What follows belongs to an exercise in optimizing a design on an open flow for small area, a short achievable clock period and few clock cycles; a production flow would make more cautious choices. At most, simulation tests tie the RTL to the original design; equivalence was not proved. Only the layout flow was run in runs 4 and 5; the RTL was not checked for function there. In every run shown here, the design's own scripts or RTL, not TritonCTS, make the clock network. The clock port is modelled as an ideal driver, which makes a skipped or thinned clock tree look cheaper than it is; a real chip needs a root buffer or a tree. Power is estimated from default activity; no workload was simulated.

==> flow/design.v <==
module fifo_axi #(
    parameter DATA_WIDTH = 32,   
    parameter ADDR_WIDTH = 4     
)(
    input  wire                  clk,
    input  wire                  rst_n,
    input  wire [DATA_WIDTH-1:0] din,       
    input  wire                  hold,      
    input  wire                  push,      
    output reg                   full,
    output wire [DATA_WIDTH-1:0] dout_lo,   
    output wire [DATA_WIDTH-1:0] dout_hi,   
    input  wire                  pop,       
    output reg                   empty,
    output wire                  full_nx,
    output wire                  empty_nx
);
  localparam DEPTH = (1 << ADDR_WIDTH);
  reg [DATA_WIDTH-1:0] fifo_mem [0:DEPTH-1];
  reg [DEPTH-1:0] tail;    
  reg [DEPTH-1:0] head;    
  reg one_left;            
  reg one_free;            
  wire [DEPTH-1:0] tail_nxt  = {tail[DEPTH-2:0], tail[DEPTH-1]};
  wire [DEPTH-1:0] head_nxt  = {head[DEPTH-2:0], head[DEPTH-1]};
  wire [DEPTH-1:0] head_nxt2 = {head[DEPTH-3:0], head[DEPTH-1:DEPTH-2]};
  wire [DEPTH-1:0] tail_nxt2 = {tail[DEPTH-3:0], tail[DEPTH-1:DEPTH-2]};
  wire two_left = |(head_nxt2 & tail);
  wire two_free = |(tail_nxt2 & head);
  wire [DEPTH-1:0] head_push = empty ? tail : head;
  wire [DEPTH-1:0] head_pop  = one_left ? {DEPTH{1'b0}} : head_nxt;
  wire [DATA_WIDTH-1:0] pair_n [0:DEPTH/2-1];
  genvar g;
  generate
    for (g = 0; g < DEPTH/2; g = g + 1) begin : g_pair
      fifo_aoi22 #(.W(DATA_WIDTH)) u_aoi (
          .a(fifo_mem[2*g]), .sa(head[2*g]),
          .b(fifo_mem[2*g+1]), .sb(head[2*g+1]),
          .y(pair_n[g]));
    end
  endgenerate
  fifo_nand4 #(.W(DATA_WIDTH)) u_lo (
      .a(pair_n[0]), .b(pair_n[1]), .c(pair_n[2]), .d(pair_n[3]), .y(dout_lo));
  fifo_nand4 #(.W(DATA_WIDTH)) u_hi (
      .a(pair_n[4]), .b(pair_n[5]), .c(pair_n[6]), .d(pair_n[7]), .y(dout_hi));
  generate
    for (g = 0; g < DEPTH; g = g + 1) begin : g_row
      always @(posedge clk) begin
        if (tail[g] && !hold && !full)
          fifo_mem[g] <= din;
      end
    end
  endgenerate
  assign full_nx  = rst_n && (push ? one_free : (!pop && full));
  assign empty_nx = !rst_n || (push ? 1'b0 : (pop ? one_left : empty));
  always @(posedge clk) begin
    full  <= full_nx;
    empty <= empty_nx;
  end
  always @(posedge clk) begin
    if (!rst_n) begin
      tail     <= {{(DEPTH-1){1'b0}}, 1'b1};
      head     <= {DEPTH{1'b0}};
      one_left <= 1'b0;
      one_free <= 1'b0;
    end else if (push) begin
      tail     <= tail_nxt;
      head     <= head_push;
      one_left <= empty;
      one_free <= two_free;
    end else if (pop) begin
      head     <= head_pop;
      one_free <= full;
      one_left <= two_left;
    end
  end
endmodule
module fifo_aoi22 #(
    parameter W = 32
)(
    input  wire [W-1:0] a,
    input  wire         sa,
    input  wire [W-1:0] b,
    input  wire         sb,
    output wire [W-1:0] y
);
  assign y = ~((a & {W{sa}}) | (b & {W{sb}}));
endmodule
module fifo_nand4 #(
    parameter W = 32
)(
    input  wire [W-1:0] a,
    input  wire [W-1:0] b,
    input  wire [W-1:0] c,
    input  wire [W-1:0] d,
    output wire [W-1:0] y
);
  assign y = ~(a & b & c & d);
endmodule
module axi_pcie_fifo_accel #(
    parameter DATA_WIDTH  = 32,
    parameter ADDR_WIDTH  = 4,
    parameter ADDR_LSB    = 2       
)(
    input  wire         s_axi_aclk,
    input  wire         s_axi_aresetn,
    input  wire [31:0]  s_axi_awaddr,
    input  wire         s_axi_awvalid,
    output wire         s_axi_awready,
    input  wire [31:0]  s_axi_wdata,
    input  wire [3:0]   s_axi_wstrb,
    input  wire         s_axi_wvalid,
    output wire         s_axi_wready,
    output wire [1:0]   s_axi_bresp,
    output wire         s_axi_bvalid,
    input  wire         s_axi_bready,
    input  wire [31:0]  s_axi_araddr,
    input  wire         s_axi_arvalid,
    output wire         s_axi_arready,
    output wire [31:0]  s_axi_rdata,
    output wire [1:0]   s_axi_rresp,
    output wire         s_axi_rvalid,
    input  wire         s_axi_rready
);
  assign s_axi_bresp = 2'b00;
  assign s_axi_rresp = 2'b00;
  wire fifo_full;
  wire fifo_empty;
  wire fifo_full_nx;
  wire fifo_empty_nx;
  wire [DATA_WIDTH-1:0] fifo_dout_lo;
  wire [DATA_WIDTH-1:0] fifo_dout_hi;
  reg awready;      
  reg wready;
  reg bvalid;
  reg aw_pend;      
  reg aw_push;      
  reg w_pend;       
  reg b_two;        
  wire aw_hs   = s_axi_awvalid && awready;
  wire w_hs    = s_axi_wvalid && wready;
  wire aw_have = aw_hs || aw_pend;
  wire w_have  = w_hs || w_pend;
  wire wr_done = aw_have && w_have;
  wire aw_is0  = (s_axi_awaddr[ADDR_LSB+1:ADDR_LSB] == 2'b00);
  reg p_aw_ws;      
  reg p_aw_w;       
  reg p_w;          
  wire push    = (s_axi_awvalid && aw_is0 && (p_aw_ws || (s_axi_wvalid && p_aw_w)))
              || (s_axi_wvalid && p_w);
  wire b_hs    = bvalid && s_axi_bready;
  wire aw_pend_n = aw_have && !w_have;
  wire w_pend_n  = w_have && !aw_have;
  wire b_one_n   = wr_done || (bvalid && !b_hs) || b_two;
  wire b_two_n   = wr_done ? (bvalid && !b_hs) || b_two : (b_two && !b_hs);
  wire awready_n = !aw_pend_n && !b_two_n;
  wire wready_n  = !w_pend_n && !b_two_n;
  always @(posedge s_axi_aclk) begin
    if (!s_axi_aresetn) begin
      aw_pend <= 1'b0;
      w_pend  <= 1'b0;
      b_two   <= 1'b0;
      bvalid  <= 1'b0;
      awready <= 1'b1;
      wready  <= 1'b1;
    end else begin
      aw_pend <= aw_pend_n;
      w_pend  <= w_pend_n;
      bvalid  <= b_one_n;
      b_two   <= b_two_n;
      awready <= awready_n;
      wready  <= wready_n;
    end
  end
  wire aw_push_n = aw_hs ? aw_is0 : aw_push;
  always @(posedge s_axi_aclk) begin
    aw_push <= aw_push_n;
  end
  always @(posedge s_axi_aclk) begin
    if (!s_axi_aresetn) begin
      p_aw_ws <= 1'b0;
      p_aw_w  <= 1'b1;
      p_w     <= 1'b0;
    end else begin
      p_aw_ws <= awready_n && w_pend_n && !fifo_full_nx;
      p_aw_w  <= awready_n && wready_n && !fifo_full_nx;
      p_w     <= aw_pend_n && aw_push_n && wready_n && !fifo_full_nx;
    end
  end
  axi_reg1 #(.INIT(1'b1)) u_awready (.clk(s_axi_aclk), .rst_n(s_axi_aresetn), .d(awready_n), .q(s_axi_awready));
  axi_reg1 #(.INIT(1'b1)) u_wready  (.clk(s_axi_aclk), .rst_n(s_axi_aresetn), .d(wready_n),  .q(s_axi_wready));
  axi_reg1 #(.INIT(1'b0)) u_bvalid  (.clk(s_axi_aclk), .rst_n(s_axi_aresetn), .d(b_one_n),   .q(s_axi_bvalid));
  reg rvalid;      
  reg skid_v;      
  reg skid_pop;    
  reg skid_stat;   
  wire ar_hs   = s_axi_arvalid && !skid_v;
  wire ar_pop  = (s_axi_araddr[ADDR_LSB+1:ADDR_LSB] == 2'b01);
  wire ar_stat = (s_axi_araddr[ADDR_LSB+1:ADDR_LSB] == 2'b10);
  wire r_free  = !rvalid || s_axi_rready;
  wire t_pop   = skid_v ? skid_pop : ar_pop;
  wire t_stat  = skid_v ? skid_stat : ar_stat;
  reg q_skid;       
  reg q_ar;         
  wire fifo_pop = r_free && (q_skid || (q_ar && s_axi_arvalid && ar_pop));
  wire skid_v_n = skid_v ? !r_free : (ar_hs && !r_free);
  wire rvalid_n = !r_free || skid_v || s_axi_arvalid;
  always @(posedge s_axi_aclk) begin
    if (!s_axi_aresetn) begin
      rvalid <= 1'b0;
      skid_v <= 1'b0;
    end else begin
      rvalid <= rvalid_n;
      skid_v <= skid_v_n;
    end
  end
  wire skid_pop_n = ar_hs ? ar_pop : skid_pop;
  always @(posedge s_axi_aclk) begin
    if (ar_hs) skid_stat <= ar_stat;
    skid_pop <= skid_pop_n;
  end
  always @(posedge s_axi_aclk) begin
    if (!s_axi_aresetn) begin
      q_skid <= 1'b0;
      q_ar   <= 1'b0;
    end else begin
      q_skid <= skid_v_n && skid_pop_n && !fifo_empty_nx;
      q_ar   <= !skid_v_n && !fifo_empty_nx;
    end
  end
  axi_reg1 #(.INIT(1'b1)) u_arready (.clk(s_axi_aclk), .rst_n(s_axi_aresetn), .d(!skid_v_n), .q(s_axi_arready));
  axi_reg1 #(.INIT(1'b0)) u_rvalid  (.clk(s_axi_aclk), .rst_n(s_axi_aresetn), .d(rvalid_n),  .q(s_axi_rvalid));
  wire hold   = !r_free;
  wire s_pop  = r_free && t_pop;
  wire s_dead = r_free && t_pop && fifo_empty;
  wire s_stat = r_free && t_stat;
  wire [31:0] x_val = ({32{s_dead}} & 32'hDEAD_DEAD)
                    | {30'd0, s_stat && fifo_full, s_stat && fifo_empty};
  wire [31:0] n_lo, n_hi;
  wire [31:0] n_qx = ~(({32{hold}} & s_axi_rdata) | x_val);
  wire [31:0] rdata_d;
  axi_nand2s u_nlo (.a(fifo_dout_lo), .s(s_pop), .y(n_lo));
  axi_nand2s u_nhi (.a(fifo_dout_hi), .s(s_pop), .y(n_hi));
  axi_nand3  u_d   (.a(n_lo), .b(n_hi), .c(n_qx), .y(rdata_d));
  axi_rdata_reg u_rdata (.clk(s_axi_aclk), .d(rdata_d), .q(s_axi_rdata));
  fifo_axi #(
      .DATA_WIDTH(DATA_WIDTH),
      .ADDR_WIDTH(ADDR_WIDTH)
  ) fifo_inst (
      .clk(s_axi_aclk),
      .rst_n(s_axi_aresetn),
      .din(s_axi_wdata),
      .hold(w_pend),
      .push(push),
      .full(fifo_full),
      .dout_lo(fifo_dout_lo),
      .dout_hi(fifo_dout_hi),
      .pop(fifo_pop),
      .empty(fifo_empty),
      .full_nx(fifo_full_nx),
      .empty_nx(fifo_empty_nx)
  );
endmodule
module axi_rdata_reg (
    input  wire        clk,
    input  wire [31:0] d,
    output reg  [31:0] q
);
  always @(posedge clk) q <= d;
endmodule
module axi_reg1 #(
    parameter INIT = 1'b0
)(
    input  wire clk,
    input  wire rst_n,
    input  wire d,
    output reg  q
);
  always @(posedge clk) q <= rst_n ? d : INIT;
endmodule
module axi_nand2s (
    input  wire [31:0] a,
    input  wire        s,
    output wire [31:0] y
);
  assign y = ~(a & {32{s}});
endmodule
module axi_nand3 (
    input  wire [31:0] a,
    input  wire [31:0] b,
    input  wire [31:0] c,
    output wire [31:0] y
);
  assign y = ~(a & b & c);
endmodule
module accelerator_mod #(
   parameter DATA_W = 32,
   parameter ADDR_W = 4
)(
   input  wire            pcie_clk,           
   input  wire            pcie_rstn,
   input  wire [31:0]     pcie_axi_awaddr,
   input  wire            pcie_axi_awvalid,
   output wire            pcie_axi_awready,
   input  wire [31:0]     pcie_axi_wdata,
   input  wire [3:0]      pcie_axi_wstrb,
   input  wire            pcie_axi_wvalid,
   output wire            pcie_axi_wready,
   output wire [1:0]      pcie_axi_bresp,
   output wire            pcie_axi_bvalid,
   input  wire            pcie_axi_bready,
   input  wire [31:0]     pcie_axi_araddr,
   input  wire            pcie_axi_arvalid,
   output wire            pcie_axi_arready,
   output wire [31:0]     pcie_axi_rdata,
   output wire [1:0]      pcie_axi_rresp,
   output wire            pcie_axi_rvalid,
   input  wire            pcie_axi_rready
);
   axi_pcie_fifo_accel #(
      .DATA_WIDTH (DATA_W),
      .ADDR_WIDTH (ADDR_W)
   ) u_fifo_accel (
      .s_axi_aclk   (pcie_clk),
      .s_axi_aresetn(pcie_rstn),
      .s_axi_awaddr (pcie_axi_awaddr),
      .s_axi_awvalid(pcie_axi_awvalid),
      .s_axi_awready(pcie_axi_awready),
      .s_axi_wdata  (pcie_axi_wdata),
      .s_axi_wstrb  (pcie_axi_wstrb),
      .s_axi_wvalid (pcie_axi_wvalid),
      .s_axi_wready (pcie_axi_wready),
      .s_axi_bresp  (pcie_axi_bresp),
      .s_axi_bvalid (pcie_axi_bvalid),
      .s_axi_bready (pcie_axi_bready),
      .s_axi_araddr (pcie_axi_araddr),
      .s_axi_arvalid(pcie_axi_arvalid),
      .s_axi_arready(pcie_axi_arready),
      .s_axi_rdata  (pcie_axi_rdata),
      .s_axi_rresp  (pcie_axi_rresp),
      .s_axi_rvalid (pcie_axi_rvalid),
      .s_axi_rready (pcie_axi_rready)
   );
endmodule
==> flow/flow/run.sh <==
#!/bin/bash
# Standard layout, with plain buffers on the ports, a two-level clock tree
# (flow/mycts.tcl) in place of TritonCTS, and gate sizing free to change a
# cell's footprint.
set -o pipefail
here=$(pwd)
echo 'export BUFFER_PORTS_ARGS = -buffer_cell sky130_fd_sc_hd__buf_2' >> config.mk
echo "export PRE_CTS_TCL = $here/flow/pre_cts.tcl" >> config.mk
bash standard.sh MATCH_CELL_FOOTPRINT=0 finish > standard.log 2>&1
==> flow/flow/mycts.tcl <==
# Two-level clock tree: one root buffer fed by the clock port, driving one
# leaf buffer per cluster of flip-flops (clusters by k-means on position).
proc mycts_build {} {
  set block [ord::get_db_block]
  set db [ord::get_db]
  set clk_port [$block findBTerm pcie_clk]
  set clk_net [$clk_port getNet]
  set master [$db findMaster sky130_fd_sc_hd__clkbuf_16]
  set sinks {}
  foreach it [$clk_net getITerms] { lappend sinks $it }
  set n [llength $sinks]
  set csize [expr {[info exists ::env(MYCTS_CLUSTER)] ? $::env(MYCTS_CLUSTER) : 28}]
  set k [expr {int(ceil(double($n) / $csize))}]
  # positions
  set xs {}; set ys {}
  foreach it $sinks {
    set inst [$it getInst]
    set bb [$inst getBBox]
    lappend xs [expr {([$bb xMin] + [$bb xMax]) / 2.0}]
    lappend ys [expr {([$bb yMin] + [$bb yMax]) / 2.0}]
  }
  # init centers: grid over bounding box
  set xmin [tcl::mathfunc::min {*}$xs]; set xmax [tcl::mathfunc::max {*}$xs]
  set ymin [tcl::mathfunc::min {*}$ys]; set ymax [tcl::mathfunc::max {*}$ys]
  set g [expr {int(ceil(sqrt($k)))}]
  set cx {}; set cy {}
  for {set i 0} {$i < $k} {incr i} {
    set gx [expr {$i % $g}]; set gy [expr {$i / $g}]
    lappend cx [expr {$xmin + ($gx + 0.5) * ($xmax - $xmin) / $g}]
    lappend cy [expr {$ymin + ($gy + 0.5) * ($ymax - $ymin) / $g}]
  }
  # balanced k-means: capacity-limited greedy assignment
  set cap [expr {int(ceil(double($n) / $k)) + 2}]
  for {set iter 0} {$iter < 25} {incr iter} {
    set pairs {}
    for {set s 0} {$s < $n} {incr s} {
      set x [lindex $xs $s]; set y [lindex $ys $s]
      for {set c 0} {$c < $k} {incr c} {
        set d [expr {abs($x - [lindex $cx $c]) + abs($y - [lindex $cy $c])}]
        lappend pairs [list $d $s $c]
      }
    }
    set pairs [lsort -real -index 0 $pairs]
    set asg [lrepeat $n -1]
    set cnt [lrepeat $k 0]
    set left $n
    foreach p $pairs {
      lassign $p d s c
      if {[lindex $asg $s] >= 0} continue
      if {[lindex $cnt $c] >= $cap} continue
      lset asg $s $c
      lset cnt $c [expr {[lindex $cnt $c] + 1}]
      incr left -1
      if {$left == 0} break
    }
    set sx [lrepeat $k 0.0]; set sy [lrepeat $k 0.0]
    for {set s 0} {$s < $n} {incr s} {
      set c [lindex $asg $s]
      lset sx $c [expr {[lindex $sx $c] + [lindex $xs $s]}]
      lset sy $c [expr {[lindex $sy $c] + [lindex $ys $s]}]
    }
    for {set c 0} {$c < $k} {incr c} {
      if {[lindex $cnt $c] > 0} {
        lset cx $c [expr {[lindex $sx $c] / [lindex $cnt $c]}]
        lset cy $c [expr {[lindex $sy $c] / [lindex $cnt $c]}]
      }
    }
  }
  set nr [expr {[info exists ::env(MYCTS_ROOTS)] ? $::env(MYCTS_ROOTS) : 4}]
  set mx [expr {[tcl::mathop::+ {*}$cx] / $k}]
  set my [expr {[tcl::mathop::+ {*}$cy] / $k}]
  set rgrp {}
  for {set c 0} {$c < $k} {incr c} {
    if {$nr == 1} { lappend rgrp 0; continue }
    set q [expr {([lindex $cx $c] >= $mx ? 1 : 0) + ([lindex $cy $c] >= $my ? 2 : 0)}]
    if {$nr == 2} { set q [expr {$q & 1}] }
    lappend rgrp $q
  }
  set rnets {}
  for {set r 0} {$r < 4} {incr r} {
    set members {}
    for {set c 0} {$c < $k} {incr c} { if {[lindex $rgrp $c] == $r} { lappend members $c } }
    if {[llength $members] == 0} { lappend rnets {}; continue }
    set rx 0.0; set ry 0.0
    foreach c $members { set rx [expr {$rx + [lindex $cx $c]}]; set ry [expr {$ry + [lindex $cy $c]}] }
    set rx [expr {int($rx / [llength $members])}]; set ry [expr {int($ry / [llength $members])}]
    set root [odb::dbInst_create $block $master clkroot_$r]
    $root setLocation $rx $ry
    $root setPlacementStatus PLACED
    set rnet [odb::dbNet_create $block clknet_root_$r]
    $rnet setSigType CLOCK
    [$root findITerm A] connect $clk_net
    [$root findITerm X] connect $rnet
    lappend rnets $rnet
  }
  for {set c 0} {$c < $k} {incr c} {
    set b [odb::dbInst_create $block $master clkleaf_$c]
    $b setLocation [expr {int([lindex $cx $c])}] [expr {int([lindex $cy $c])}]
    $b setPlacementStatus PLACED
    set lnet [odb::dbNet_create $block clknet_leaf_$c]
    $lnet setSigType CLOCK
    [$b findITerm A] connect [lindex $rnets [lindex $rgrp $c]]
    [$b findITerm X] connect $lnet
    lappend leafnets $lnet
  }
  for {set s 0} {$s < $n} {incr s} {
    set it [lindex $sinks $s]
    $it disconnect
    $it connect [lindex $leafnets [lindex $asg $s]]
  }
  puts "mycts: $n sinks, $k leaf buffers, cluster cap $cap"
}
==> flow/flow/pre_cts.tcl <==
# Replaces TritonCTS with the two-level tree of mycts.tcl.
source [file join [file dirname [info script]] mycts.tcl]
proc clock_tree_synthesis {args} { mycts_build }
==> flow/standard.sh <==
#!/bin/bash
# synth_recipe.tcl (not shown) runs the flow's synth.tcl, then flattens the netlist and writes it again
# the make line also repeats each setting of config.mk as NAME=value (left out here)
make -C /OpenROAD-flow-scripts/flow DESIGN_CONFIG=/design/flow/config.mk WORK_HOME=/design/flow/orfs CLKGATE_MAP_FILE= SYNTH_SCRIPT=/design/flow/synth_recipe.tcl "${@:-finish}"
==> flow/config.mk <==
export PLATFORM = sky130hd
export DESIGN_NAME = accelerator_mod
export DESIGN_NICKNAME = accelerator_mod
export VERILOG_FILES = /design/flow/design.v
export SDC_FILE = /design/flow/constraint.sdc
export NUM_CORES = 4
export LEC_CHECK = 0
export CAP_MARGIN = 20
export CORE_MARGIN = 2
export CORE_UTILIZATION = 60
export PLACE_DENSITY = 0.7
export SETUP_SLACK_MARGIN = 1.1
export SLEW_MARGIN = 20
export SYNTH_HIERARCHICAL = 1
export BUFFER_PORTS_ARGS = -buffer_cell sky130_fd_sc_hd__buf_2
export PRE_CTS_TCL = /design/flow/flow/pre_cts.tcl
==> flow/constraint.sdc <==
create_clock -name core_clock -period 2.8 [get_ports {pcie_clk}]
set_input_delay 0.5600 -clock core_clock [delete_from_list [all_inputs] [get_ports {pcie_clk}]]
set_output_delay 0.5600 -clock core_clock [all_outputs]
set_load 0.01 [all_outputs]
==> summary.txt, run 1 <==
Final layout
  – Non-Filler Instances: 1,900
  – Layout cell share with drive strength beyond 1: 22.4%
  – NumNets Final: 1,540
  – Commonest non-fill, non-tap cell in the layout: edfxtp_1
  – Fill cells: 2,455
  – Area growth syn-to-layout: 11.4%
  – Most frequent cells in the layout: edfxtp_1, a22oi_1, buf_2

Route
  – Avg WL per Cell: between 20 and 30 um
  – Drt initial violations: between 1k and 1.5k
  – Via count: ~13k
  – DRC viols: 0
  – TritonRoute pass-1 iters: 5
  – DR vias/cell: 6.82
  – Antenna Nets Post-Route: 0
  – Post-Route WL: between 50,000 and 60,000 um

Die
  – Initial core utilization: about three fifths
  – Die W: ~200 um
  – I/O pin cnt: 148
  – Row count: 70
  – Core Box Area: 36,400 sq um
  – Die ar.: 38,400 sq um
  – Die Height: 196 um

Clock tree
  – Worst-Skew Late Latency: between 0.3 and 0.4 ns
  – Hold_buf cts: 0
  – Clock Pin Slew Worst Setup and Hold Paths: about 0.1 ns

Status
  – Status: timing/DRC/antenna clean

Timing
  – Final Hold Fails: 0
  – Minimum clock period: roughly 1.7 ns
  – Period Utilization, post-route: between 60% and 70%
  – Worst Clk Skew: 0.0500 ns
  – Peak Freq: approximately 0.58 GHz
  – RSZ-0062 raised after global routing: yes
  – Rel. slew slack: roughly 58%
  – Slew @ Worst Pin: between 0.6 and 0.7 ns
  – Max-slew violations: 0
  – Setup violators final: 0
  – Fin Setup TNS: 0 ns

Global routing
  – Routing usage on met1: between 40% and 50%
  – Remaining global-route overflow: 0
  – M3 GR Usage: under 10%
  – First-pass GRT wire length: about 82,000 um
  – Vias in the first global route: 12.7k
  – Initial antenna violation count: 2
  – Total track usage: 28.8%
  – Top Usage Layer GRT: met2
  – Pin count of the biggest net entering global routing: between 40 and 50
  – Met2 usage: between 40% and 50%

Logic synthesis
  – Yosys Warn Count: 13
  – Synth top area cells: edfxtp_1, a22oi_1, dfxtp_1
  – Ys async rst share: 0%
  – Gate Count Post-Synth: ~1.3k
  – Yosys cell types: 50
  – Top-area cell type share of the netlist area: a little over two thirds
  – Most used DFF post-synth: edfxtp_1
  – Cell accounting for the most synthesized area: edfxtp_1
  – EDFF count, synth: 513
  – Syn_area_per_cell: around 17 sq um
  – FF+latch count, synth: roughly 600
  – Synth Cell Area: 22,100 sq um
  – Post-synthesis sequential area ratio: roughly 78%

Worst setup path
  – Reg-to-Reg Start: u_fifo_accel.fifo_inst.full$_DFF_P_
  – CP max-delay cell: and2_2
  – CP endpoint kind: register
  – Worst-path fanout max: 23
  – R2r setup slk: ~1.1 ns
  – Reg2reg path depth: 4
  – Setup crit start kind: register
  – FF-to-FF End: u_fifo_accel.fifo_inst.fifo_mem[7][14]$_DFFE_PP_
  – Worst EP arrival: approximately 1.7 ns
  – Critical path data required time: roughly 2.8 ns
  – WS Path Type: reg2reg
  – CP Cell Sequence: nor2_1, buf_4, and2_2, buf_12
  – CP peak stage delay: 0.42 ns

Flow run
  – Number of max-cap violations: 0

Pwr
  – P per Cell Area: 626 nW/um^2
  – Pleak: between 8 and 9 nW
  – Worst vdd ir: roughly 0.00051 V

Place
  – DP HPWL: about 29,000 um
  – RD Place Congestion: around 0.8
  – IO Port Bufs: about 80
  – # placed instances: about 1.8k

Hold path
  – Hold path start: u_fifo_accel.u_rdata.q[17]$_DFF_P_
  – Hold endpoint: u_fifo_accel.u_rdata.q[17]$_DFF_P_
  – Min-Delay Path Depth: 2
  – HP Class: reg2reg
[state kept, by name, summed over array words and instances, names as in the netlist, 16 cells and up]
register and flops:
u_fifo_accel.fifo_inst.head 16, u_fifo_accel.fifo_inst.tail 16, u_fifo_accel.u_rdata.q 32, u_fifo_accel.fifo_inst.fifo_mem 512
[what timing repair did]
item | CTS | global route
pin swaps | 49 | 2
setup endpoints to repair | 133 | 153
gates resized for setup | 118 | 11
buffers inserted | 14 | 3
endpoints found under the hold margin | 0 | 0
cloned | 10 | 0
[cell type report]
class / instances / area (sq um) / area share (%)
well taps: 468 / 586 / 2.38
diodes: 1 / 2.50 / 0.0102
flip-flops and latches: 601 / 17200 / 69.9
inverters: 3 / 11.3 / 0.0458
multi-input cells: 645 / 4760 / 19.3
repair buffers: 156 / 1400 / 5.70
plain buffers: 26 / 651 / 2.64
[worst max-delay path: cells and delay by family, from the launching register on]
family	cells	cell delay [ns]
buf+inv	2	0.49
flops	1	0.34
simple gates	2	0.54
[through the flow]
stage                     total power [W]  hold slack [ns]  util (%)  instance area [sq um]  setup slack, ns
after detailed placement           0.0113            0.455      63.4                  23100            0.538
after CTS                          0.0147            0.455      67.4                  24600            0.782
after global routing               0.0158            0.491      67.5                  24600             1.02
after global placement             0.0113            0.450      63.4                  23100            0.527
after floorplan                    0.0108            0.443         -                  22200            0.680
final                              0.0154            0.475      67.5                  24600             1.09
[routing by layer]
| metal | share of wire [%] | wire (um) | vias up |
|---|---|---|---|
| met5 | 0 | 0 | - |
| met4 | 3.1 | 1720 | 0 |
| met3 | 8.7 | 4810 | 96 |
| met2 | 49 | 26900 | 648 |
| met1 | 40 | 21900 | 6693 |
| li1 | - | - | 5530 |
[kinds of logic (layout without fill, tap and decap cells)]
| group | count (synthesis) | count (layout) | synth area share, % |
|---|---|---|---|
| flip-flops | 601 | 601 | 77.7 |
| AO/OA/AOI/OAI | 354 | 354 | 12.2 |
| AND/OR/NAND/NOR | 266 | 266 | 6.24 |
| buffers and inverters | 79 | 185 | 2.89 |
| multiplexers | 21 | 21 | 0.974 |
| other | 1 | 5 | 0.0170 |
[per-module statistics from Yosys, one instance, submodules excluded, a selection]
module,flip-flops and latches,cell area (sq um),cells inside
axi_nand2s,0,154,35
axi_nand3,0,160,32
axi_rdata_reg,32,641,32
[power by group]
group          internal [W]  switching, W  total, W
Sequential          0.00988      0.000198    0.0101
Clock               0.00169       0.00239   0.00407
Combinational      0.000469      0.000789   0.00126
Total                0.0120       0.00337    0.0154
[Yosys cell counts (2+ instances only)]
| cell type | instances |
|---|---|
| nand3_1 | 35 |
| o21ai_1 | 2 |
| buf_4 | 7 |
| nand4_1 | 66 |
| nand2_1 | 83 |
| nor3b_1 | 2 |
| clkbuf_1 | 5 |
| nand2b_1 | 5 |
| a221oi_2 | 13 |
| edfxtp_1 | 513 |
| nor2_1 | 23 |
| mux2_2 | 4 |
| nor3_1 | 4 |
| a22o_1 | 5 |
| and2_1 | 19 |
| dfxtp_1 | 88 |
| a21oi_1 | 24 |
| a22oi_1 | 264 |
| a221oi_1 | 8 |
| buf_8 | 2 |
| buf_6 | 35 |
| a31oi_1 | 4 |
| nor2b_1 | 20 |
| buf_1 | 2 |
| inv_1 | 3 |
| o21ai_0 | 21 |
| mux2i_1 | 17 |
| a21o_1 | 2 |
| buf_2 | 25 |
[how the worst max path moves through the flow]
stage / end / slack (ns) / cells after the start / startpoint
finish: u_fifo_accel.fifo_inst.fifo_mem[7][14]$_DFFE_PP_ / 1.09 / 4 / u_fifo_accel.fifo_inst.full$_DFF_P_
global route: u_fifo_accel.fifo_inst.fifo_mem[7][19]$_DFFE_PP_ / 1.02 / 4 / u_fifo_accel.fifo_inst.full$_DFF_P_
CTS: u_fifo_accel.p_w$_SDFF_PN0_ / 0.78 / 9 / pcie_axi_awaddr[2]
detailed placement: u_fifo_accel.p_w$_SDFF_PN0_ / 0.54 / 9 / pcie_axi_araddr[3]
global placement: u_fifo_accel.p_w$_SDFF_PN0_ / 0.53 / 9 / pcie_axi_araddr[2]
floorplan: u_fifo_accel.p_w$_SDFF_PN0_ / 0.68 / 9 / pcie_axi_rready
Testbench counts, summed over its fixed seeds: cycles 5,881.
==> run 2, diff against run 1 <==
==> flow/flow/run.sh (replaced) <==
#!/bin/bash
# Standard layout, with plain buffers on the ports and a two-level clock tree
# (flow/mycts.tcl) in place of TritonCTS.
set -o pipefail
here=$(pwd)
echo 'export BUFFER_PORTS_ARGS = -buffer_cell sky130_fd_sc_hd__buf_2' >> config.mk
echo "export PRE_CTS_TCL = $here/flow/pre_cts.tcl" >> config.mk
bash standard.sh > standard.log 2>&1
--- a/flow/config.mk
+++ b/flow/config.mk
@@ -7,3 +7,3 @@
 export LEC_CHECK = 0
-export CAP_MARGIN = 20
+export CAP_MARGIN = 0
 export CORE_MARGIN = 2
@@ -12,3 +12,3 @@
 export SETUP_SLACK_MARGIN = 1.1
-export SLEW_MARGIN = 20
+export SLEW_MARGIN = 0
 export SYNTH_HIERARCHICAL = 1
==> run 2 against run 1 <==
Compared with the run above:
- core utilization is 0.46 points lower
- global-route usage is 1.2 points lower
- register-to-register slack better by 0.06 ns
- first-iteration DRC count is 15% lower
- worst hold slack better by 0.0034 ns
- sequential share of layout area is 0.48 points higher
- die area stayed put
==> summary.txt, run 2 <==
Route
  – DRC viols: 0
  – Via count: around 13k
  – Antenna Nets Post-Route: 0
  – TritonRoute pass-1 iters: 5
  – Top Layer Used: met4
  – Post-Route WL: between 50,000 and 60,000 um
  – Avg WL per Cell: between 20 and 30 um
  – Drt initial violations: ~1.3k
  – Met2 WL: around 26,000 um
  – Wl on met1: about 21,000 um
  – DR vias/cell: 6.68
  – Met3 WL post-DR: 4060 um

Timing
  – Minimum clock period: 1.65 ns
  – Rel. slew slack: between 50% and 60%
  – Worst Clk Skew: around 0.032 ns
  – Peak Freq: about 0.60 GHz
  – RSZ-0062 raised after global routing: yes
  – Period Utilization, post-route: between 50% and 60%
  – Final Hold Fails: 0
  – Slew @ Worst Pin: between 0.7 and 0.8 ns
  – Setup violators final: 0
  – Fin Setup TNS: 0 ns
  – Max-slew violations: 0

Die
  – I/O pin cnt: 148
  – Die ar.: 38,400 sq um
  – Die Height: between 150 and 200 um
  – Core Box Area: ~36,000 sq um
  – Die W: roughly 200 um
  – Row count: 70
  – Initial core utilization: 60.6%

Logic synthesis
  – Yosys Warn Count: 13
  – Yosys cell types: 50
  – Post-synthesis sequential area ratio: ~78%
  – Synth Area in XOR/XNOR: 0%
  – FF+latch count, synth: about 600
  – Top-area cell type share of the netlist area: between 60% and 70%
  – Synth Cell Area: between 20,000 and 25,000 sq um
  – Syn_area_per_cell: approximately 17 sq um
  – EDFF count, synth: 513
  – Synth top area cells: edfxtp_1, a22oi_1, dfxtp_1
  – Most used DFF post-synth: edfxtp_1
  – Gate Count Post-Synth: 1,322
  – Largest family of logic cells by synthesized area: compound AO/OA/AOI/OAI gates
  – Count leader, synth: edfxtp_1
  – Synth Area in Simple Gates: under 10%
  – Most frequent cells after synthesis: edfxtp_1, a22oi_1, dfxtp_1
  – Ys async rst share: 0%
  – Cell accounting for the most synthesized area: edfxtp_1
  – Synth Area in Compound Gates: between 10% and 20%
  – Post-synthesis mux area share: 0.974%
  – Post-Synth Adder-Cell Area: 0%

Hold path
  – HP Class: reg2reg

Final layout
  – Max reg flops: approximately 500
  – Most frequent cells in the layout: edfxtp_1, a22oi_1, nand2_1
  – NumNets Final: roughly 1.5k
  – Largest regs: u_fifo_accel.fifo_inst.fifo_mem x512, u_fifo_accel.u_rdata.q x32
  – Final core occ: approximately 67%
  – Area growth syn-to-layout: 10.6%
  – Biggest register: u_fifo_accel.fifo_inst.fifo_mem
  – Commonest non-fill, non-tap cell in the layout: edfxtp_1
  – Layout cell share with drive strength beyond 1: around a fifth

Place
  – DP HPWL: ~28,000 um
  – IO Port Bufs: between 70 and 80
  – RD Place Congestion: a little under 0.8

Clock tree
  – Hold_buf cts: 0
  – Worst-Skew Late Latency: about 0.36 ns
  – Clock Pin Slew Worst Setup and Hold Paths: ~0.1 ns

Global routing
  – Pin count of the biggest net entering global routing: 37
  – Vias in the first global route: about 12k
  – Total track usage: between 20% and 30%
  – First-pass GRT wire length: approximately 80,000 um
  – Initial antenna violation count: 1
  – Remaining global-route overflow: 0

Status
  – Status: timing/DRC/antenna clean

Worst setup path
  – Critical path data required time: 3.10 ns
  – Worst-path fanout max: 16
  – Worst EP arrival: roughly 2.0 ns
  – CP Cell Sequence: or3b_4, a21oi_4, buf_4, buf_12, buf_16, nand2_1, nand3_1
  – Setup crit start kind: register
  – WS Path Type: reg2reg
  – CP max-delay cell: or3b_4
  – CP endpoint kind: register
  – CP peak stage delay: between 0.4 and 0.5 ns

Flow run
  – Number of max-cap violations: 0

Pwr
  – Internal: around 0.012 W
  – Pleak: 7.97 nW
  – Sequential share of power: 65.9%
  – Sw frac: between 20% and 30%
  – Switching power: around 0.0033 W
  – Clock share of power: between 20% and 30%
  – P per Cell Area: between 600 and 700 nW/um^2
  – Logic gate share of total power: between 7 and 8%
  – Worst vdd ir: between 0.0004 and 0.0005 V
==> run 2: cell counts after synthesis <==
Identical to the previous run, type by type.
==> run 2: layout make-up <==
type	instances	area [sq um]
Sequential cell	601	17200
Fill cell	2434	12000
Multi-Input combinational cell	645	4510
Timing Repair Buffer	160	1480
Buffer	26	651
Tap cell	468	586
Inverter	3	11.3
Antenna cell	1	2.50
==> run 2: through the flow <==
step	hold slack (ns)	setup WS, ns	std cells	total power (W)	cell area, sq um
after floorplan	0.443	0.680	1325	0.0108	22200
after global placement	0.452	0.448	1845	0.0113	23100
after detailed placement	0.457	0.389	1845	0.0113	23100
after CTS	0.454	0.818	1903	0.0146	24400
after global routing	0.499	1.09	1903	0.0158	24400
final	0.478	1.15	1904	0.0153	24400
==> run 2: worst paths after layout <==
check | startpoint | to | slack, ns | depth (start not counted)
setup / recovery | u_fifo_accel.skid_v$_SDFF_PN0_ | u_fifo_accel.u_rdata.q[22]$_DFF_P_ | 1.15 | 7
hold / removal | u_fifo_accel.u_rdata.q[17]$_DFF_P_ | u_fifo_accel.u_rdata.q[17]$_DFF_P_ | 0.48 | 2
setup reg to reg | u_fifo_accel.skid_v$_SDFF_PN0_ | u_fifo_accel.u_rdata.q[22]$_DFF_P_ | 1.15 | 7
hold reg to reg | u_fifo_accel.u_rdata.q[17]$_DFF_P_ | u_fifo_accel.u_rdata.q[17]$_DFF_P_ | 0.48 | 2
==> run 2: worst max-delay path, delay by kind of cell, from the launching register on <==
kind,cells,cell delay [ns]
AND/OR/NAND/NOR,3,0.57
buffers and inverters,3,0.45
flip-flops,1,0.37
AO/OA/AOI/OAI,1,0.21
==> run 2: cell families (layout without fill, tap and decap cells) <==
group / count (synthesis) / in the layout
compound gates: 354 / 354
flops: 601 / 601
simple gates: 266 / 266
buf+inv: 79 / 189
other cells: 1 / 5
mux: 21 / 21
==> run 2: power by group through the flow <==
stage          clock (W)  sequential (W)  combinational, W
6_report         0.00408          0.0101           0.00115
5_1_grt          0.00440          0.0101           0.00125
4_1_cts          0.00316          0.0103           0.00114
3_5_place_dp           0          0.0103          0.000993
3_3_place_gp           0          0.0103          0.000974
2_1_floorplan          0          0.0102          0.000634
==> run 2: per-layer routing <==
| metal | up-vias | track usage [%] |
|---|---|---|
| met5 | - | 0 |
| met4 | 0 | 6.99 |
| met3 | 103 | 3.37 |
| met2 | 585 | 47.3 |
| met1 | 6492 | 38.1 |
| li1 | 5542 | - |
==> run 2: modules after synthesis, one instance, submodules excluded, a selection <==
| module | flip-flops and latches | times used | area, sq um | cells inside |
|---|---|---|---|---|
| axi_nand2s | 0 | 2 | 154 | 35 |
| axi_rdata_reg | 32 | 1 | 641 | 32 |
| axi_nand3 | 0 | 1 | 160 | 32 |
==> run 2: repair_timing <==
| item | 4_1_cts | 5_1_grt |
|---|---|---|
| setup buffers | 24 | 0 |
| gates cloned | 8 | 0 |
| pin swaps | 15 | 0 |
| setup endpoints to repair | 72 | 38 |
| resized for setup | 62 | 10 |
==> run 3, diff against run 2 <==
--- a/flow/config.mk
+++ b/flow/config.mk
@@ -7,8 +7,8 @@
 export LEC_CHECK = 0
-export CAP_MARGIN = 0
+export CAP_MARGIN = 20
 export CORE_MARGIN = 2
-export CORE_UTILIZATION = 60
-export PLACE_DENSITY = 0.7
+export CORE_UTILIZATION = 65
+export PLACE_DENSITY = 0.75
 export SETUP_SLACK_MARGIN = 1.1
-export SLEW_MARGIN = 0
+export SLEW_MARGIN = 20
 export SYNTH_HIERARCHICAL = 1
==> run 3 against run 2 <==
Compared with the run above:
- clock power about the same
- first-iteration DRC count increased by 39%
- global-route usage increased by 4.0 points
- fmax decreased by 5.9%
- cell area increased by 2.7%
==> summary.txt, run 3 <==
Status
  – Status: timing/DRC/antenna clean

Route
  – Avg WL per Cell: 30.1 um
  – DR vias/cell: 7.01
  – Via count: between 10k and 15k
  – DRC viols: 0
  – Antenna Nets Post-Route: 0
  – TritonRoute pass-1 iters: 6
  – Drt initial violations: between 1.5k and 2k
  – Post-Route WL: about 57,000 um

Worst setup path
  – Worst path bufs/invs: 1
  – Worst-path fanout max: 27
  – Setup crit start kind: register
  – Worst Setup SP: u_fifo_accel.fifo_inst.head[11]$_SDFFE_PN0P_
  – Worst EP arrival: just over 2 ns
  – CP max-delay cell: dfxtp_2
  – WS Path Type: reg2reg
  – CP Cell Sequence: buf_4, a22oi_1, nand4_1, nand2_4, nand3_2
  – CP peak stage delay: roughly 0.87 ns
  – Critical path data required time: between 3 and 4 ns
  – Reg-to-Reg Start: u_fifo_accel.fifo_inst.head[11]$_SDFFE_PN0P_
  – CP delay by family, top: flip-flops
  – CP endpoint kind: register

Die
  – Die W: between 150 and 200 um
  – Die ar.: about 35,000 sq um
  – Core Box Area: 33,500 sq um
  – Row count: 67
  – I/O pin cnt: 148
  – Die Height: between 150 and 200 um
  – Initial core utilization: about 66%

Logic synthesis
  – Gate Count Post-Synth: between 1k and 1.5k
  – EDFF count, synth: approximately 510
  – Ys async rst share: 0%
  – Syn_area_per_cell: around 17 sq um
  – Yosys cell types: 50
  – Synth Cell Area: 22,100 sq um
  – Cell accounting for the most synthesized area: edfxtp_1
  – Top-area cell type share of the netlist area: between 60% and 70%
  – FF+latch count, synth: about 600
  – Post-synthesis sequential area ratio: around 78%
  – Most used DFF post-synth: edfxtp_1
  – Count leader, synth: edfxtp_1
  – Most frequent cells after synthesis: edfxtp_1, a22oi_1, dfxtp_1
  – Yosys Warn Count: 13
  – Synth top area cells: edfxtp_1, a22oi_1, dfxtp_1

Clock tree
  – Worst-Skew Late Latency: roughly 0.36 ns
  – Clock Pin Slew Worst Setup and Hold Paths: about 0.09 ns

Pwr
  – Sw frac: between 20% and 30%
  – Switching power: 0.00343 W
  – Pleak: 8.46 nW
  – Clock share of power: roughly a quarter
  – Internal: 0.0121 W
  – Sequential share of power: roughly two thirds
  – Tot Pwr: between 0.015 and 0.02 W
  – P per Cell Area: about 620 nW/um^2
  – Logic gate share of total power: 8.6%
  – Worst vdd ir: 0.000452 V

Global routing
  – Total track usage: 31.5%
  – Pin count of the biggest net entering global routing: 37
  – First-pass GRT wire length: ~83,000 um
  – Vias in the first global route: roughly 13k
  – Remaining global-route overflow: 0
  – Initial antenna violation count: 2

Timing
  – Rel. slew slack: between 40% and 50%
  – Fin Setup TNS: 0 ns
  – Period Utilization, post-route: between 60% and 70%
  – Final Hold Fails: 0
  – Minimum clock period: 1.76 ns
  – Worst Clk Skew: around 0.032 ns
  – Setup violators final: 0
  – Max-slew violations: 0
  – RSZ-0062 raised after global routing: yes
  – Slew @ Worst Pin: between 0.8 and 0.9 ns
  – Peak Freq: roughly 0.57 GHz
  – Worst hold slack: roughly 0.48 ns

Flow run
  – Number of max-cap violations: 0

Hold path
  – Hold path start: u_fifo_accel.u_rdata.q[24]$_DFF_P_
  – HP Class: reg2reg

Place
  – DP HPWL: 27,800 um
  – Area after DPL: about 23,000 sq um
  – RD Place Congestion: roughly 0.78
  – # placed instances: between 1.5k and 2k
  – IO Port Bufs: 79

Final layout
  – Max reg flops: between 500 and 600
  – Layout cell share with drive strength beyond 1: roughly a quarter
  – Commonest non-fill, non-tap cell in the layout: edfxtp_1
  – Non-Filler Instances: 1,884
  – Fill cells: 1,932
  – Biggest register: u_fifo_accel.fifo_inst.fifo_mem
  – Area growth syn-to-layout: 13.6%
  – Largest regs: u_fifo_accel.fifo_inst.fifo_mem x512, u_fifo_accel.u_rdata.q x32
  – Most frequent cells in the layout: edfxtp_1, a22oi_1, buf_2
  – NumNets Final: ~1.5k
  – Design Area, Final: ~25,000 sq um
## run 3: cell counts after synthesis
Identical to the previous run, type by type.
## run 3: area by class of cell
class | instances | area (sq um) | share of cell area [%]
well taps | 448 | 561 | 2.23
plain buffers | 26 | 651 | 2.59
inverters | 3 | 11.3 | 0.0449
diodes | 2 | 5.00 | 0.0199
repair buffers | 159 | 1660 | 6.63
flip-flops and latches | 601 | 17200 | 68.6
multi-input cells | 645 | 5000 | 19.9
## run 3: metal layers
metal,vias up,track usage [%],wire [um]
li1,5545,-,-
met1,6695,43.1,21200
met2,845,51.6,27500
met3,128,5.46,6120
met4,0,12.1,1990
met5,-,0,0
## run 3: power groups by stage
stage	clock network, W	registers, W	logic [W]
floorplan	0	0.0102	0.000634
global placement	0	0.0103	0.000945
detailed placement	0	0.0103	0.000972
CTS	0.00316	0.0103	0.00125
global route	0.00432	0.0102	0.00142
finish	0.00405	0.0101	0.00133
## run 3: cell families after synthesis
logic type / after synthesis / share of synthesized area (%)
compound gates: 354 / 12.2
buf+inv: 79 / 2.89
mux: 21 / 0.974
other cells: 1 / 0.0170
simple gates: 266 / 6.24
flops: 601 / 77.7
## run 3: timing repair
item                                   4_1_cts  5_1_grt
pin swaps                                   37       16
gates cloned                                12        0
setup buffers                               19       10
endpoints found under the hold margin        0        0
hold buffers                                 0        0
setup endpoints to repair                  141      278
gates resized for setup                    141       55
## run 3: worst paths after layout
| path | slack [ns] | depth (start not counted) | end |
|---|---|---|---|
| worst min register to register | 0.48 | 2 | u_fifo_accel.u_rdata.q[24]$_DFF_P_ |
| worst max register to register | 1.04 | 5 | u_fifo_accel.u_rdata.q[4]$_DFF_P_ |
| worst min-delay path | 0.48 | 2 | u_fifo_accel.u_rdata.q[24]$_DFF_P_ |
| worst max-delay path | 1.04 | 5 | u_fifo_accel.u_rdata.q[4]$_DFF_P_ |
## run 3: metrics by stage
| stage | util [%] | setup slack, ns |
|---|---|---|
| final | 74.9 | 1.04 |
| after global routing | 74.9 | 1.00 |
| after CTS | 73.9 | 0.782 |
| after detailed placement | 68.6 | 0.404 |
| after global placement | 68.6 | 0.473 |
| after floorplan | - | 0.680 |
## run 3: per-module statistics from Yosys (local to each module, per instance), excerpt
module	flip-flops and latches	area [sq um]
axi_nand3	0	160
axi_rdata_reg	32	641
axi_nand2s	0	154
## run 3: worst register-to-register path: stages, from the launching register on
cell and delay, ns:
dfxtp_2 0.87, buf_4 0.34, a22oi_1 0.13, nand4_1 0.18, nand2_4 0.07, nand3_2 0.09
==> run 4, diff against run 3 <==
--- a/flow/design.v
+++ b/flow/design.v
@@ -31,2 +31,9 @@
   wire [DEPTH-1:0] head_pop  = one_left ? {DEPTH{1'b0}} : head_nxt;
+  wire [DEPTH-1:0] head_d = !rst_n ? {DEPTH{1'b0}}
+                          : push   ? head_push
+                          : pop    ? head_pop
+                          : head;
+  wire [DEPTH-1:0] head_b;
+  fifo_sel_reg #(.W(DEPTH)) u_head_b (.clk(clk), .d(head_d), .q(head_b));
+  localparam HW = DATA_WIDTH / 2;
   wire [DATA_WIDTH-1:0] pair_n [0:DEPTH/2-1];
@@ -35,6 +42,10 @@
     for (g = 0; g < DEPTH/2; g = g + 1) begin : g_pair
-      fifo_aoi22 #(.W(DATA_WIDTH)) u_aoi (
-          .a(fifo_mem[2*g]), .sa(head[2*g]),
-          .b(fifo_mem[2*g+1]), .sb(head[2*g+1]),
-          .y(pair_n[g]));
+      fifo_aoi22 #(.W(HW)) u_aoi_l (
+          .a(fifo_mem[2*g][HW-1:0]), .sa(head[2*g]),
+          .b(fifo_mem[2*g+1][HW-1:0]), .sb(head[2*g+1]),
+          .y(pair_n[g][HW-1:0]));
+      fifo_aoi22 #(.W(DATA_WIDTH-HW)) u_aoi_h (
+          .a(fifo_mem[2*g][DATA_WIDTH-1:HW]), .sa(head_b[2*g]),
+          .b(fifo_mem[2*g+1][DATA_WIDTH-1:HW]), .sb(head_b[2*g+1]),
+          .y(pair_n[g][DATA_WIDTH-1:HW]));
     end
@@ -58,2 +69,3 @@
     empty <= empty_nx;
+    head  <= head_d;
   end
@@ -62,3 +74,2 @@
       tail     <= {{(DEPTH-1){1'b0}}, 1'b1};
-      head     <= {DEPTH{1'b0}};
       one_left <= 1'b0;
@@ -67,3 +78,2 @@
       tail     <= tail_nxt;
-      head     <= head_push;
       one_left <= empty;
@@ -71,3 +81,2 @@
     end else if (pop) begin
-      head     <= head_pop;
       one_free <= full;
@@ -99,2 +108,11 @@
 endmodule
+module fifo_sel_reg #(
+    parameter W = 16
+)(
+    input  wire         clk,
+    input  wire [W-1:0] d,
+    output reg  [W-1:0] q
+);
+  always @(posedge clk) q <= d;
+endmodule
 module axi_pcie_fifo_accel #(
--- a/flow/config.mk
+++ b/flow/config.mk
@@ -9,4 +9,4 @@
 export CORE_MARGIN = 2
-export CORE_UTILIZATION = 65
-export PLACE_DENSITY = 0.75
+export CORE_UTILIZATION = 40
+export PLACE_DENSITY = 0.6
 export SETUP_SLACK_MARGIN = 1.1
==> run 4 against run 3 <==
Compared with the run above:
- sequential share of layout area decreased by 2.3 points
- synthesized area grew 7.7%
- power rose by 2.1%
- die area increased by 73%
- via count shrank 3.5%
- first-iteration DRC count down 39%
- cell area is 5.2% higher
- largest cell class unchanged
- largest power group unchanged
==> summary.txt, run 4 <==
Status
  – Status: timing/DRC/antenna clean

Worst setup path
  – Worst EP arrival: around 2 ns
  – CP endpoint kind: register
  – WS Path Type: in2reg
  – Critical path data required time: 3.08 ns
  – Worst-path fanout max: 14
  – Setup crit start kind: input pin

Global routing
  – Pin count of the biggest net entering global routing: 33
  – Vias in the first global route: between 10k and 15k
  – First-pass GRT wire length: ~85,000 um
  – Remaining global-route overflow: 0
  – Initial antenna violation count: 3
  – Total track usage: a little under a fifth

Route
  – DR vias/cell: 5.66
  – Avg WL per Cell: 25.8 um
  – DRC viols: 0
  – TritonRoute pass-1 iters: 9
  – Drt initial violations: between 1k and 1.5k
  – Antenna Nets Post-Route: 0
  – Post-Route WL: between 50,000 and 60,000 um
  – Via count: approximately 13k

Timing
  – Setup violators final: 0
  – Minimum clock period: between 1.5 and 2 ns
  – Worst Setup Slack, final: ~1.1 ns
  – Fin Setup TNS: 0 ns
  – Worst hold slack: 0.476 ns
  – Rel. slew slack: 38.6%
  – Peak Freq: around 0.6 GHz
  – Worst Clk Skew: 0.0402 ns
  – Slew @ Worst Pin: between 0.9 and 1 ns
  – Final Hold Fails: 0
  – Period Utilization, post-route: approximately three fifths
  – RSZ-0062 raised after global routing: yes
  – Max-slew violations: 0

Logic synthesis
  – Gate Count Post-Synth: between 1k and 1.5k
  – Most used DFF post-synth: edfxtp_1
  – Synth Cell Area: roughly 24,000 sq um
  – Ys async rst share: 0%
  – Most frequent cells after synthesis: edfxtp_1, a22oi_2, a22oi_1
  – Count leader, synth: edfxtp_1
  – FF+latch count, synth: just over 600
  – Yosys cell types: 50
  – Syn_area_per_cell: about 17 sq um
  – EDFF count, synth: 513
  – Post-synthesis sequential area ratio: around three quarters
  – Synth top area cells: edfxtp_1, dfxtp_1, a22oi_2
  – Cell accounting for the most synthesized area: edfxtp_1
  – Yosys Warn Count: 14
  – Top-area cell type share of the netlist area: about two thirds

Die
  – I/O pin cnt: roughly 150
  – Initial core utilization: 40.4%
  – Core Box Area: 58,900 sq um
  – Die ar.: 61,500 sq um
  – Row count: just under 90
  – Die W: 248 um
  – Die Height: between 200 and 250 um

Final layout
  – Area growth syn-to-layout: 10.9%
  – NumNets Final: between 1.5k and 2k
  – Largest regs: u_fifo_accel.fifo_inst.fifo_mem x512, u_fifo_accel.u_rdata.q x32
  – Most frequent cells in the layout: edfxtp_1, a22oi_2, a22oi_1
  – Max reg flops: 512
  – Commonest non-fill, non-tap cell in the layout: edfxtp_1
  – Fill cells: roughly 5.1k
  – Biggest register: u_fifo_accel.fifo_inst.fifo_mem
  – Layout cell share with drive strength beyond 1: a little under a third

Place
  – DP HPWL: 32,800 um
  – RD Place Congestion: around 0.77
  – Worst slack, placed: around 0.45 ns
  – IO Port Bufs: 79

Pwr
  – Tot Pwr: 0.0159 W
  – Pleak: 8.54 nW
  – P per Cell Area: about 600 nW/um^2
  – Worst vdd ir: ~0.00032 V

Hold path
  – HP Class: reg2reg

Clock tree
  – Clock Pin Slew Worst Setup and Hold Paths: 0.09 ns
  – Worst-Skew Late Latency: around 0.37 ns

Flow run
  – Number of max-cap violations: 0
## run 4: changes by cell type in the layout (fill, tap and decap cells not counted), moves of 17 or more
cell | previous run | this run
a22oi_1 | 263 | 106
a22oi_2 | 1 | 144
nand2_1 | 39 | 83
buf_4 | 32 | 66
nand2_4 | 29 | 0
dfxtp_1 | 71 | 97
nand3_1 | 9 | 35
nand3_2 | 26 | 0
o21ai_0 | 19 | 2
## run 4: modules after synthesis (local to each module, per instance), a selection
module         flip-flops and latches  cells  area (sq um)  copies in the design
axi_rdata_reg                      32     32           641                     1
axi_nand2s                          0     35           154                     2
axi_nand3                           0     32           160                     1
## run 4: report_power, final
| part | switching, W | total, W | leakage (nW) | internal, W |
|---|---|---|---|---|
| logic | 0.000780 | 0.00131 | 2.70 | 0.000534 |
| registers | 0.000182 | 0.0103 | 5.51 | 0.0101 |
| clock network | 0.00249 | 0.00424 | 0.333 | 0.00175 |
| total | 0.00345 | 0.0159 | 8.54 | 0.0124 |
## run 4: routing by layer
metal	wire length, um	track usage (%)
met1	25200	26.6
met4	1010	3.15
met5	16	0
met3	3350	2.01
met2	28700	31.3
## run 4: logic make-up after synthesis
group	synth area share (%)
flops	73.5
simple gates	5.46
other cells	0.0158
compound gates	14.9
mux	1.58
buf+inv	4.61
## run 4: what timing repair did
action	CTS	global route
endpoints found under the setup margin	135	69
endpoints found under the hold margin	0	0
buffers inserted	19	4
gates resized for setup	66	14
gates cloned	9	0
pin swaps	26	8
hold buffers	0	0
## run 4: cell type report
type | instances | area, sq um | area share [%]
multi-input cells | 647 | 5510 | 20.9
plain buffers | 27 | 676 | 2.56
well taps | 773 | 967 | 3.66
inverters | 5 | 21.3 | 0.0805
diodes | 1 | 2.50 | 0.00948
flip-flops and latches | 617 | 17500 | 66.3
repair buffers | 185 | 1730 | 6.56
## run 4: path summary, 6_finish.rpt
path / from / endpoint / slack, ns / cells after the start
max: pcie_axi_awaddr[2] / u_fifo_accel.q_skid$_SDFF_PN0_ / 1.13 / 10
min: u_fifo_accel.u_rdata.q[17]$_DFF_P_ / u_fifo_accel.u_rdata.q[17]$_DFF_P_ / 0.48 / 2
max reg2reg: u_fifo_accel.skid_v$_SDFF_PN0_ / u_fifo_accel.u_rdata.q[12]$_DFF_P_ / 1.15 / 7
min reg2reg: u_fifo_accel.u_rdata.q[17]$_DFF_P_ / u_fifo_accel.u_rdata.q[17]$_DFF_P_ / 0.48 / 2
## run 4: critical path: stages
cell and delay [ns]:
buf_6 0.09, nor2_4 0.10, nand2_2 0.07, o21ai_4 0.17
buf_6 0.11, buf_4 0.19, buf_12 0.18, o21ai_1 0.10
nand2b_1 0.19, nor3b_1 0.17
## run 4: per-stage QoR
step / area (sq um) / utilization, % / cells
finish: 26400 / 44.8 / 2255
global route: 26400 / 44.8 / 2254
CTS: 26300 / 44.7 / 2250
detailed placement: 24900 / 42.3 / 2195
global placement: 24900 / 42.3 / 2195
floorplan: 24000 / - / 1364
==> run 5, diff against run 4 <==
--- a/flow/design.v
+++ b/flow/design.v
@@ -7,3 +7,3 @@
     input  wire [DATA_WIDTH-1:0] din,       
-    input  wire                  hold,      
+    input  wire                  hold_nx,   
     input  wire                  push,      
@@ -13,5 +13,3 @@
     input  wire                  pop,       
-    output reg                   empty,
-    output wire                  full_nx,
-    output wire                  empty_nx
+    output reg                   empty
 );
@@ -23,2 +21,5 @@
   reg one_free;            
+  reg stage;               
+  wire do_push = push && !full;
+  wire do_pop  = pop && !empty;
   wire [DEPTH-1:0] tail_nxt  = {tail[DEPTH-2:0], tail[DEPTH-1]};
@@ -31,5 +32,5 @@
   wire [DEPTH-1:0] head_pop  = one_left ? {DEPTH{1'b0}} : head_nxt;
-  wire [DEPTH-1:0] head_d = !rst_n ? {DEPTH{1'b0}}
-                          : push   ? head_push
-                          : pop    ? head_pop
+  wire [DEPTH-1:0] head_d = !rst_n  ? {DEPTH{1'b0}}
+                          : do_push ? head_push
+                          : do_pop  ? head_pop
                           : head;
@@ -59,3 +60,3 @@
       always @(posedge clk) begin
-        if (tail[g] && !hold && !full)
+        if (tail[g] && stage)
           fifo_mem[g] <= din;
@@ -64,4 +65,4 @@
   endgenerate
-  assign full_nx  = rst_n && (push ? one_free : (!pop && full));
-  assign empty_nx = !rst_n || (push ? 1'b0 : (pop ? one_left : empty));
+  wire full_nx  = rst_n && (do_push ? one_free : (!do_pop && full));
+  wire empty_nx = !rst_n || (do_push ? 1'b0 : (do_pop ? one_left : empty));
   always @(posedge clk) begin
@@ -69,2 +70,3 @@
     empty <= empty_nx;
+    stage <= !full_nx && !hold_nx;
     head  <= head_d;
@@ -76,3 +78,3 @@
       one_free <= 1'b0;
-    end else if (push) begin
+    end else if (do_push) begin
       tail     <= tail_nxt;
@@ -80,3 +82,3 @@
       one_free <= two_free;
-    end else if (pop) begin
+    end else if (do_pop) begin
       one_free <= full;
@@ -146,4 +148,2 @@
   wire fifo_empty;
-  wire fifo_full_nx;
-  wire fifo_empty_nx;
   wire [DATA_WIDTH-1:0] fifo_dout_lo;
@@ -202,5 +202,5 @@
     end else begin
-      p_aw_ws <= awready_n && w_pend_n && !fifo_full_nx;
-      p_aw_w  <= awready_n && wready_n && !fifo_full_nx;
-      p_w     <= aw_pend_n && aw_push_n && wready_n && !fifo_full_nx;
+      p_aw_ws <= awready_n && w_pend_n;
+      p_aw_w  <= awready_n && wready_n;
+      p_w     <= aw_pend_n && aw_push_n && wready_n;
     end
@@ -244,4 +244,4 @@
     end else begin
-      q_skid <= skid_v_n && skid_pop_n && !fifo_empty_nx;
-      q_ar   <= !skid_v_n && !fifo_empty_nx;
+      q_skid <= skid_v_n && skid_pop_n;
+      q_ar   <= !skid_v_n;
     end
@@ -270,3 +270,3 @@
       .din(s_axi_wdata),
-      .hold(w_pend),
+      .hold_nx(w_pend_n && s_axi_aresetn),
       .push(push),
@@ -276,5 +276,3 @@
       .pop(fifo_pop),
-      .empty(fifo_empty),
-      .full_nx(fifo_full_nx),
-      .empty_nx(fifo_empty_nx)
+      .empty(fifo_empty)
   );
--- a/flow/config.mk
+++ b/flow/config.mk
@@ -9,4 +9,4 @@
 export CORE_MARGIN = 2
-export CORE_UTILIZATION = 40
-export PLACE_DENSITY = 0.6
+export CORE_UTILIZATION = 60
+export PLACE_DENSITY = 0.7
 export SETUP_SLACK_MARGIN = 1.1
==> run 5 against run 4 <==
Compared with the run above:
- largest power group unchanged
- still clean on timing, DRC and antenna
- clock skew decreased by 0.011 ns
- global-route usage rose by 8.3 points
- wire length decreased by 3.3%
- synthesized cell count is 2.6% higher
- synthesized area grew 0.17%
==> summary.txt, run 5 <==
Timing
  – Setup violators final: 0
  – Minimum clock period: around 1.7 ns
  – Worst Clk Skew: about 0.029 ns
  – Rel. slew slack: 58.0%
  – Fin Setup TNS: 0 ns
  – Worst hold slack: 0.478 ns
  – RSZ-0062 raised after global routing: no
  – Slew @ Worst Pin: between 0.6 and 0.7 ns
  – Final Hold Fails: 0
  – Max-slew violations: 0
  – Period Utilization, post-route: ~59%
  – Peak Freq: 0.600 GHz

Worst setup path
  – FF-to-FF End: u_fifo_accel.u_rdata.q[2]$_DFF_P_
  – Reg-to-Reg Start: u_fifo_accel.skid_v$_SDFF_PN0_
  – R2r setup slk: 1.13 ns
  – Reg2reg path depth: 7
  – Setup crit start kind: register
  – Critical path data required time: slightly above 3 ns
  – CP endpoint kind: register
  – WS Path Type: reg2reg
  – Worst-path fanout max: 6
  – Worst EP arrival: slightly below 2 ns

Route
  – Via count: 13.2k
  – Antenna Nets Post-Route: 0
  – Avg WL per Cell: 27.8 um
  – DR vias/cell: approximately 6.5
  – TritonRoute pass-1 iters: 7
  – DRC viols: 0
  – Drt initial violations: around 1.5k
  – Post-Route WL: 56,300 um

Pwr
  – P per Cell Area: between 600 and 700 nW/um^2
  – Switching power: approximately 0.0035 W
  – Sequential share of power: 64.7%
  – Internal: approximately 0.012 W
  – Sw frac: 22.0%
  – Worst vdd ir: around 0.0004 V
  – Pleak: 8.51 nW
  – Clock share of power: 26.8%
  – Logic gate share of total power: under 10%

Final layout
  – Antenna cell count: 0
  – Most frequent cells in the layout: edfxtp_1, a22oi_2, nand2_1
  – Area growth syn-to-layout: 8.44%
  – Non-Filler Instances: approximately 2.0k
  – Layout cell share with drive strength beyond 1: about 29%
  – Biggest register: u_fifo_accel.fifo_inst.fifo_mem
  – NumNets Final: approximately 1.6k
  – Max reg flops: around 510
  – Largest regs: u_fifo_accel.fifo_inst.fifo_mem x512, u_fifo_accel.u_rdata.q x32
  – Commonest non-fill, non-tap cell in the layout: edfxtp_1

Logic synthesis
  – Count leader, synth: edfxtp_1
  – Yosys Warn Count: 14
  – Cell accounting for the most synthesized area: edfxtp_1
  – Ys async rst share: 0%
  – EDFF count, synth: 513
  – Synth Cell Area: 23,800 sq um
  – Gate Count Post-Synth: about 1.4k
  – Most used DFF post-synth: edfxtp_1
  – FF+latch count, synth: approximately 620
  – Post-synthesis sequential area ratio: 73.4%
  – Yosys cell types: 56
  – Most frequent cells after synthesis: edfxtp_1, a22oi_2, nand2_1
  – Syn_area_per_cell: approximately 17 sq um
  – Top-area cell type share of the netlist area: ~65%
  – Synth top area cells: edfxtp_1, dfxtp_1, a22oi_2

Hold path
  – Hold path start: u_fifo_accel.u_rdata.q[14]$_DFF_P_
  – HP Class: reg2reg
  – Min-Delay Path Depth: 2
  – Hold endpoint: u_fifo_accel.u_rdata.q[14]$_DFF_P_

Die
  – Row count: 73
  – I/O pin cnt: between 100 and 150
  – Core Box Area: between 30,000 and 40,000 sq um
  – Initial core utilization: approximately three fifths
  – Die ar.: 41,400 sq um
  – Die Height: roughly 200 um
  – Die W: around 200 um

Global routing
  – Vias in the first global route: 13.0k
  – Initial antenna violation count: 0
  – First-pass GRT wire length: a little over 80,000 um
  – Remaining global-route overflow: 0
  – Total track usage: between 20 and 30%
  – Pin count of the biggest net entering global routing: 38

Clock tree
  – Clock Pin Slew Worst Setup and Hold Paths: roughly 0.1 ns
  – Worst-Skew Late Latency: about 0.37 ns
  – Hold_buf cts: 0

Place
  – RD Place Congestion: 0.861
  – # placed instances: 1,966
  – DP HPWL: approximately 32,000 um
  – IO Port Bufs: 79

Status
  – Status: timing/DRC/antenna clean

Flow run
  – Number of max-cap violations: 0
-- run 5: cell types whose count changed in the layout (fill, tap and decap cells not counted), moves of 6 or more --
| cell | previous run | this run |
|---|---|---|
| and2_2 | 13 | 3 |
| buf_16 | 9 | 3 |
| a21boi_1 | 0 | 16 |
| nand2b_1 | 5 | 18 |
| a211oi_1 | 16 | 1 |
| mux2i_1 | 33 | 1 |
| and2_4 | 4 | 15 |
| a221oi_2 | 9 | 0 |
| o211a_1 | 0 | 14 |
| buf_4 | 66 | 46 |
| a21oi_2 | 9 | 25 |
| nand2_1 | 83 | 115 |
-- run 5: per-stage QoR --
step | total power, W | setup WS [ns] | utilization [%] | area [sq um]
detailed placement | 0.0117 | 0.659 | 62.1 | 24500
global placement | 0.0117 | 0.640 | 62.1 | 24500
global route | 0.0163 | 1.10 | 65.5 | 25900
CTS | 0.0151 | 0.877 | 65.4 | 25800
floorplan | 0.0113 | 1.02 | - | 24000
finish | 0.0159 | 1.13 | 65.5 | 25900
-- run 5: cell families after synthesis --
kind of cell    count (synthesis)  synth area share, %
buf+inv                        96                 4.55
simple gates                  309                 6.56
mux                             2               0.0892
compound gates                371                 15.4
flops                         618                 73.4
other cells                     1               0.0157
-- run 5: how the worst max path moves through the flow --
stage / startpoint / end / slack (ns) / depth (start not counted)
floorplan: pcie_axi_araddr[3] / u_fifo_accel.u_rdata.q[25]$_DFF_P_ / 1.02 / 6
global placement: pcie_axi_awaddr[3] / u_fifo_accel.fifo_inst.u_head_b.q[14]$_DFF_P_ / 0.64 / 8
detailed placement: pcie_axi_awaddr[3] / u_fifo_accel.fifo_inst.u_head_b.q[14]$_DFF_P_ / 0.66 / 8
CTS: pcie_axi_araddr[3] / u_fifo_accel.u_rdata.q[0]$_DFF_P_ / 0.88 / 7
global route: u_fifo_accel.skid_v$_SDFF_PN0_ / u_fifo_accel.u_rdata.q[9]$_DFF_P_ / 1.10 / 7
finish: u_fifo_accel.skid_v$_SDFF_PN0_ / u_fifo_accel.u_rdata.q[2]$_DFF_P_ / 1.13 / 7
-- run 5: modules after synthesis (local to each module, per instance), a selection --
module | flops+latches | cells inside
axi_nand2s | 0 | 35
axi_nand3 | 0 | 32
axi_rdata_reg | 32 | 32
-- run 5: critical path, stage by stage, from the launching register on --
cell and delay, ns:
dfxtp_2 0.36, or3b_4 0.42, a21oi_4 0.19, buf_12 0.15, and2_4 0.20, buf_12 0.15
a21oi_2 0.03, nand3_1 0.08
-- run 5: timing repair --
item,CTS,global route
setup endpoints to repair,318,347
cloned,9,1
gates resized for setup,88,7
buffers inserted,20,0
endpoints found under the hold margin,0,0
pin swaps,20,1
-- run 5: power groups by stage --
| stage | Combinational, W | Clock, W | Sequential (W) |
|---|---|---|---|
| final | 0.00135 | 0.00427 | 0.0103 |
| after global routing | 0.00144 | 0.00460 | 0.0103 |
| after CTS | 0.00133 | 0.00327 | 0.0105 |
| after detailed placement | 0.00122 | 0 | 0.0105 |
| after global placement | 0.00119 | 0 | 0.0105 |
| after floorplan | 0.000824 | 0 | 0.0105 |
-- run 5: metal layers --
metal | track usage (%) | vias up | part of all wire [%]
li1 | - | 5721 | -
met1 | 38.2 | 6787 | 41
met2 | 44.8 | 575 | 48
met3 | 3.53 | 106 | 8.0
met4 | 6.62 | 0 | 2.9
met5 | 0 | - | 0
-- run 5: final cells by class --
type                       count  area, sq um
sequential                   618        17500
fill                        2725        13600
multi-input combinational    692         5600
timing repair buffer         159         1410
buffer                        27          676
tap                          525          657
inverter                       2         7.51

[afterwards: timing with drivers on the ports]
How much do the figures lean on ideal ports? The routed layouts below were timed once more, with nothing changed but the port constraints.
Step 1, drivers: a clkbuf_16 drives pcie_clk and a buf_2 each remaining input, both assumed.
Step 2 times the ports against the registers' clock, not the clock port: input delays grow and output delays shrink by t, the midpoint of the rising clock arrivals with the driver on.
Slacks: ideal / step 1 / step 2; pairs: ideal / step 1.
| run | t (ns) | setup slack, ns | latest minus earliest clock arrival (ns) |
|---|---|---|---|
| run 1 | 0.460 | 1.087 / 1.088 / 0.722 | 0.056 / 0.056 |
| run 2 | 0.464 | 1.146 / 1.146 / 0.774 | 0.033 / 0.033 |
| run 3 | 0.457 | 1.042 / 1.042 / 0.715 | 0.034 / 0.034 |
| run 4 | 0.471 | 1.127 / 1.150 / 0.741 | 0.046 / 0.045 |
| run 5 | 0.474 | 1.134 / 1.128 / 0.822 | 0.032 / 0.033 |
After both steps every run listed still meets setup and hold. For run 4, which loses most, drivers alone change the setup slack by +0.023 ns; drivers and shift together by -0.386 ns.
